This design comes from an exercise in tuning for a short achievable clock period and few clock cycles on the open sky130 flow, not from production work. The RTL was checked by simulation tests, not by an equivalence proof against the original design. No activity file was given, so power comes from the tool's default toggle rates.

`flow/design.v`:
```
module CHIP(clk,
            rst_n,
            mem_wen_D,
            mem_addr_D,
            mem_wdata_D,
            mem_rdata_D,
            mem_addr_I,
            mem_rdata_I
    );
    parameter word_length = 32;
    parameter reg_addr_length = 5;
    parameter mem_addr_length = 32;
    parameter inst_addr_length = 32;
    parameter reg_num = 32;
    parameter link_size = 28;
    integer   i;
    input         clk, rst_n ;
    output        mem_wen_D  ;   
    output [mem_addr_length-1:0]    mem_addr_D ;   
    output [word_length-1:0]        mem_wdata_D;   
    input  [word_length-1:0]        mem_rdata_D;   
    output [mem_addr_length-1:0]    mem_addr_I ;   
    input  [word_length-1:0]        mem_rdata_I;   
    reg    [inst_addr_length-1:0]   PC;
    reg    [inst_addr_length-1:0]   PC_nxt;
    reg    [word_length-1:0]        R       [0:reg_num-1];
    reg    [word_length-1:0]        R_nxt   [0:reg_num-1];
    wire    [1:0]   RegDst;
    wire            Jump;
    wire            Branch;
    wire    [1:0]   MemtoReg;
    wire    [1:0]   ALUOp;
    wire            MemWrite;
    wire            ALUSrc;
    wire            RegWrite;
    wire            JumpReg;
    reg     [2:0]    ALUControl;
    reg     [word_length-1:0]       ReadRegData1;
    reg     [word_length-1:0]       ReadRegData2;
    reg     [reg_addr_length-1:0]   WriteRegNum;
    reg     [word_length-1:0]       WriteData;
    reg     [mem_addr_length-1:0]   ALUResult;
    reg                             Zero;
    wire    [mem_addr_length-1:0]   SignExtend;
    wire    [mem_addr_length-1:0]   ALUInput2;
    wire    [inst_addr_length-1:0]  ShiftLeftAdd;
    wire    AndOut;
    wire    [inst_addr_length-1:0]  PCadd4;
    wire    [link_size-1:0]         ShiftLeftLink;
    wire    [inst_addr_length-1:0]  Linked;
    wire    [inst_addr_length-1:0]  PCAddResult;
    wire    [inst_addr_length-1:0]  PCChoice1;
    wire    [inst_addr_length-1:0]  PCChoice2;
    assign  RegDst[1]   = (mem_rdata_I[31:26] == 3);
    assign  RegDst[0]   = (mem_rdata_I[31:26] == 0);
    assign  Jump        = (mem_rdata_I[31:26] == 2) || (mem_rdata_I[31:26] == 3);
    assign  ALUSrc      = (mem_rdata_I[31:26] == 35) || (mem_rdata_I[31:26] == 43);
    assign  MemtoReg[1] = (mem_rdata_I[31:26] == 3);
    assign  MemtoReg[0] = (mem_rdata_I[31:26] == 35);
    assign  RegWrite    = ((mem_rdata_I[31:26] == 0) && (mem_rdata_I[5:0] != 8)) || (mem_rdata_I[31:26] == 35) || (mem_rdata_I[31:26] == 3);
    assign  MemWrite    = (mem_rdata_I[31:26] == 43);
    assign  Branch      = (mem_rdata_I[31:26] == 4);
    assign  ALUOp[1]    = (mem_rdata_I[31:26] == 0);
    assign  ALUOp[0]    = (mem_rdata_I[31:26] == 4);
    assign  JumpReg     = (mem_rdata_I[31:26] == 0) && (mem_rdata_I[5:0] == 8);
    assign  mem_addr_I      = PC;
    assign  mem_wen_D       = MemWrite;
    assign  mem_addr_D      = ALUResult;
    assign  mem_wdata_D     = ReadRegData2;
    assign  SignExtend = $signed(mem_rdata_I[15:0]);
    assign  ALUInput2 = ALUSrc ? SignExtend : ReadRegData2;
    assign  ShiftLeftAdd = SignExtend << 2;
    assign  AndOut = Branch & Zero;
    assign  PCadd4 = PC + 4;
    assign  ShiftLeftLink = {mem_rdata_I[25:0], 2'b00};
    assign  Linked = {PCadd4[31:28], ShiftLeftLink};
    assign  PCAddResult = PCadd4 + ShiftLeftAdd;
    assign  PCChoice1 = AndOut ? PCAddResult : PCadd4;
    assign  PCChoice2 = Jump ? Linked : PCChoice1;
    always@(*)begin
        for (i=0; i<reg_num; i=i+1)begin
            R_nxt[i]        = R[i];
        end
        case (ALUOp)
            0: ALUControl = 2;  
            1: ALUControl = 6;  
            2: case (mem_rdata_I[3:0])
                4'b0000: ALUControl = 2;  
                4'b0010: ALUControl = 6;  
                4'b0100: ALUControl = 0;  
                4'b0101: ALUControl = 1;  
                4'b1010: ALUControl = 7;  
                default: ALUControl = 0;
            endcase
            default: ALUControl = 0;
        endcase
        ReadRegData1 = R[mem_rdata_I[25:21]];
        ReadRegData2 = R[mem_rdata_I[20:16]];
        case (RegDst)
            0: WriteRegNum = mem_rdata_I[20:16];
            1: WriteRegNum = mem_rdata_I[15:11];
            2: WriteRegNum = 31;
            default: WriteRegNum = 0;
        endcase
        case (MemtoReg)
            0: WriteData = ALUResult;
            1: WriteData = mem_rdata_D;
            2: WriteData = PCadd4;
            default: WriteData = 0;
        endcase
        case (ALUControl)
            2: begin
                ALUResult = ReadRegData1 + ALUInput2;
                Zero = 0;
            end 
            6: begin
                ALUResult = ReadRegData1 - ALUInput2;
                Zero = (ALUResult == 0);
            end
            0: begin
                ALUResult = ReadRegData1 & ALUInput2;
                Zero = 0;
            end
            1: begin
                ALUResult = ReadRegData1 | ALUInput2;
                Zero = 0;
            end
            7: begin
                ALUResult = ($signed(ReadRegData1) < $signed(ALUInput2));
                Zero = 0;
            end
            default: begin
                ALUResult = 0;
                Zero = 0;
            end
        endcase
        if (JumpReg) begin
            PC_nxt = ReadRegData1;
        end else begin
            PC_nxt = PCChoice2;
        end
        if (RegWrite && (WriteRegNum != 0)) begin
            R_nxt[WriteRegNum] = WriteData;
        end
    end
    always@(posedge clk or negedge rst_n)begin
        if(!rst_n)begin
            PC              <= 0;
            for (i=0; i<reg_num; i=i+1)begin
                R[i]        <= 0;
            end
        end
        else begin
            PC              <= PC_nxt;
            for (i=0; i<reg_num; i=i+1)
                R[i]        <= R_nxt[i];
        end
    end
endmodule
```
`flow/run.sh`:
```
#!/bin/bash
# synth_recipe.tcl (not shown) runs the flow's synth.tcl, then flattens the netlist and writes it again
# the make line also repeats each setting of config.mk as NAME=value (left out here)
make -C /OpenROAD-flow-scripts/flow DESIGN_CONFIG=/design/flow/config.mk WORK_HOME=/design/flow/orfs CLKGATE_MAP_FILE= SYNTH_SCRIPT=/design/flow/synth_recipe.tcl finish
```
`flow/config.mk`:
```
export PLATFORM = sky130hd
export DESIGN_NAME = CHIP
export DESIGN_NICKNAME = CHIP
export VERILOG_FILES = /design/flow/design.v
export SDC_FILE = /design/flow/constraint.sdc
export NUM_CORES = 4
export LEC_CHECK = 0
export CAP_MARGIN = 20
export CORE_MARGIN = 2
export CORE_UTILIZATION = 40
export SETUP_SLACK_MARGIN = 0.3
export SLEW_MARGIN = 20
```
`flow/constraint.sdc`:
```
create_clock -name core_clock -period 11.0 [get_ports {clk}]
set_input_delay 2.2000 -clock core_clock [delete_from_list [all_inputs] [get_ports {clk}]]
set_output_delay 2.2000 -clock core_clock [all_outputs]
set_load 0.01 [all_outputs]
```
==> implementation parameters <==
Parameter                              Value

Outcome
  Run status    complete, no violations

CTS
  Clock network latency to the later pin of the worst-skew pair    0.83 ns
  TritonCTS clock tree    yes
  Clock buffer depth    3
  H-Tree Level Count    3
  Clock-pin transition on the worst setup and hold timing paths    0.06 ns
  Clock Sink Count    1056
  Buffer cell driving the clock tree root    clkbuf_16
  Number of buffers added by the clock tree synthesis step    114

Critical path
  Cell with the biggest individual delay on the critical path    clkdlybuf4s50_1
  Worst reg2reg path startpoint    R[12][26]$_DFFE_PN0P_
  Kind of end point of the critical path    output port
  Length in cells of the worst reg-to-reg path    21
  Endpoint arrival time on the critical path    8.44 ns
  Worst setup path category    input port to output port
  Most common cell on crit path    buf_4
  Largest fanout of any net on the critical path    10
  Worst path max stage delay    0.49 ns
  Worst setup SP type    input port
  CP Launch Point    mem_rdata_I[22]
  Required time of the critical path    8.80 ns
  Reg2reg end    PC[29]$_DFF_PN0_
  Setup slack of the most critical reg-to-reg path    4.52 ns

Final layout
  Commonest cells after routing, fill and taps aside    1259 x nand2_1, 1056 x dfrtp_1, 901 x o21ai_0, 763 x buf_4, 649 x a22oi_1
  # nets final    7578
  Layout Area Growth over Synthesis    25.5%
  Most common cell after layout, fill and taps aside    nand2_1
  Fraction of layout instances using a drive strength above 1    18.2%
  Filler Cells Inserted    14000
  Final cell utilization of the core    50.5%

Synthesis
  Main combinational cell family by area after synthesis    compound AO/OA/AOI/OAI gates
  Cell Area, Synth    58500 µm²
  Number of distinct library cells after synthesis    90
  Most common flop cell mapped by yosys    dfrtp_1
  Fraction of the mapped netlist area in compound gates    28.9%
  Post-Synth Simple-Gate Area    16.7%
  Number of instances in the synthesized netlist    6880
  Avg Synthesized Cell Area    8.50 µm²
  Number of nets in the synthesized netlist    7073
  YS warnings    3
  Count of flip-flops with a built-in enable after synthesis    0
  Post-synth ARST share    100%
  Multiplexer share of the synthesized area    0.424%
  Synthesized flop and latch total    1056
  Xor and xnor fraction of the mapped netlist area    1.13%
  Part of the Yosys area used for sequential elements    45.2%
  Arithmetic-cell share of the synthesized area counting full adders, half adders and majority gates    2.76%

STA
  Share of the clock period used by the worst path    96.7%
  Final setup violating endpoints    0
  Time the final worst path needs with I/O delays and setup    10.64 ns
  Setup total negative slack    0 ns
  RSZ-0062 raised after global routing    yes
  Maximum clock skew at final layout    0.102 ns
  Final number of max-transition violations    0
  Highest clock rate    94.0 MHz
  Tightest Pin Transition    1.27 ns
  Setup slack after layout    0.358 ns
  Number of failing hold endpoints at the final stage    0
  Worst hold slack across all endpoints    0.405 ns
  Slew Limit Headroom    15.0%

Routing
  Post-detailed-route count of antenna-violating nets    0
  Total wire length after detailed routing    372000 µm
  DR WL/cell    39.5 µm
  Vias per Instance    6.85
  Residual DRC count    0
  Number of design-rule violations left by the first detailed-router iteration    9904
  Via count    64400
  Number of detailed-route iterations in the first pass    14

GRT
  Congestion Overflow GR    0
  Combined global-route utilization of all metal layers    48.6%
  Via count of the first global-routing pass    61000
  Maximum number of pins on one net before global-route repair    162
  Global-route wire length before repair    508000 µm
  Initial antenna violation count    15

Floorplan
  Count of boundary I/O pins    163
  Die Width    386 µm
  Height of the die    386 µm
  Core Area    145000 µm²
  Placement row count    140
  DIE AREA    149000 µm²
  Initial Util    40.2%

Pwr
  Ratio of total power to cell area    140 nW/µm²
  VDD IR-drop max    0.177 mV
  Pwr Total    10.3 mW
  Static leakage    32.6 nW

Worst hold path
  Worst min path class    register to register
  Worst hold endpoint    R[0][31]$_DFFE_PN0P_
  Hold Crit Start    R[0][31]$_DFFE_PN0P_
  Hold Path Stages    0

Placement
  Number of buffers inserted by port buffering    162
  Weighted congestion reported at the end of routability-driven placement    1.05
  Worst slack at placement    -0.810 ns
  Total half-perimeter wirelength after legalization and detailed placement    256000 µm

Run
  Max_cap viols    0
## worst max-delay path by stage
stage | depth (start not counted) | to | slack (ns)
floorplan | 27 | mem_addr_D[30] | 1.32
global placement | 28 | mem_addr_D[30] | -0.90
detailed placement | 28 | mem_addr_D[30] | -0.81
CTS | 33 | mem_addr_D[30] | 0.15
global route | 30 | mem_addr_D[27] | 0.16
finish | 29 | mem_addr_D[25] | 0.36
## power breakdown
group	internal (mW)	switching (mW)	total [mW]
Combinational	0.662	1.24	1.91
Clock	2.45	1.83	4.27
Sequential	3.98	0.127	4.11
## cell type report
| cell class | count | area, µm² | share of cell area, % |
|---|---|---|---|
| clock buffer | 159 | 3300 | 4.50 |
| multi-input combinational | 5063 | 30800 | 41.9 |
| timing repair buffer | 1038 | 9280 | 12.6 |
| inverter | 112 | 420 | 0.573 |
| tap | 1917 | 2400 | 3.27 |
| antenna | 10 | 25.0 | 0.0341 |
| sequential | 1056 | 26400 | 36.0 |
| clock inverter | 54 | 827 | 1.13 |
## cells by family (layout without fill, tap and decap cells)
logic type               count (synthesis)  after routing
AND/OR/NAND/NOR                       2271           2271
AO/OA/AOI/OAI                         2568           2568
buffers and inverters                  761           1363
flip-flops                            1056           1056
other                                    0             10
multiplexers                            23             23
XOR/XNOR                                74             74
adder cells (fa/ha/maj)                127            127
## worst max-delay path, delay by kind of cell
family          cells  cell delay (ns)
buf+inv            13             3.17
simple gates        9             1.58
compound gates      6             1.22
fa+ha+maj           1             0.20
## flip-flops by register name (all words and copies together) (netlist names)
| name | count |
|---|---|
| PC | 32 |
| R | 1024 |
## synth_stat cells, types with 111 or more instances
cell / count / area (µm²)
a22oi_1: 653 / 4900
a22o_1: 111 / 972
nor3_1: 122 / 611
nand2_1: 1297 / 4870
a21oi_1: 292 / 1460
dfrtp_1: 1056 / 26400
a221oi_1: 145 / 1270
ha_1: 124 / 1550
clkbuf_1: 584 / 2190
nor2_1: 402 / 1510
o21ai_0: 910 / 4550
inv_1: 111 / 417
## per-stage QoR
stage,instance area (µm²),instances
floorplan,58500,6880
global placement,67800,9148
detailed placement,67800,9149
CTS,72400,9375
global route,73400,9399
finish,73400,9409
## what timing repair did
action / in CTS / in global routing
gates resized for setup: 82 / 153
cloned: 0 / 1
pin swaps: 11 / 34
hold buffers: 0 / 0
setup buffers: 13 / 21
endpoints found under the setup margin: 21 / 19
## layer usage
layer  track usage [%]  vias up  part of all wire (%)
met5                 0        -                 0.047
met2              70.4     5235                    41
met1              59.1    31200                    36
met3              16.6     1807                    13
li1                  -    26200                     -
met4              37.7       20                    10
Testbench counts, summed over its fixed seeds: cycles 65,558.

==> port drivers added, routing unchanged <==
Ports are ideal in the flow. The routed layout listed here was re-timed in OpenROAD. Step 1 assumes that a clkbuf_16 drives the clock port and a buf_2 every other input. Step 2, shift: input delay + t, output delay - t, t = (earliest + latest rising clock arrival at the registers) / 2. This alone moves slack from input paths to output paths. Slacks: ideal ports / drivers / drivers and shift; pairs: ideal ports / drivers.
t, ns: 0.857
setup WS [ns]: 0.358 / 0.326 / 0.326
cell pins on the clock port's net: 1
After both steps setup and hold are still met in this run. For this run, drivers alone change the setup slack by -0.032 ns; drivers and shift together by -0.032 ns.
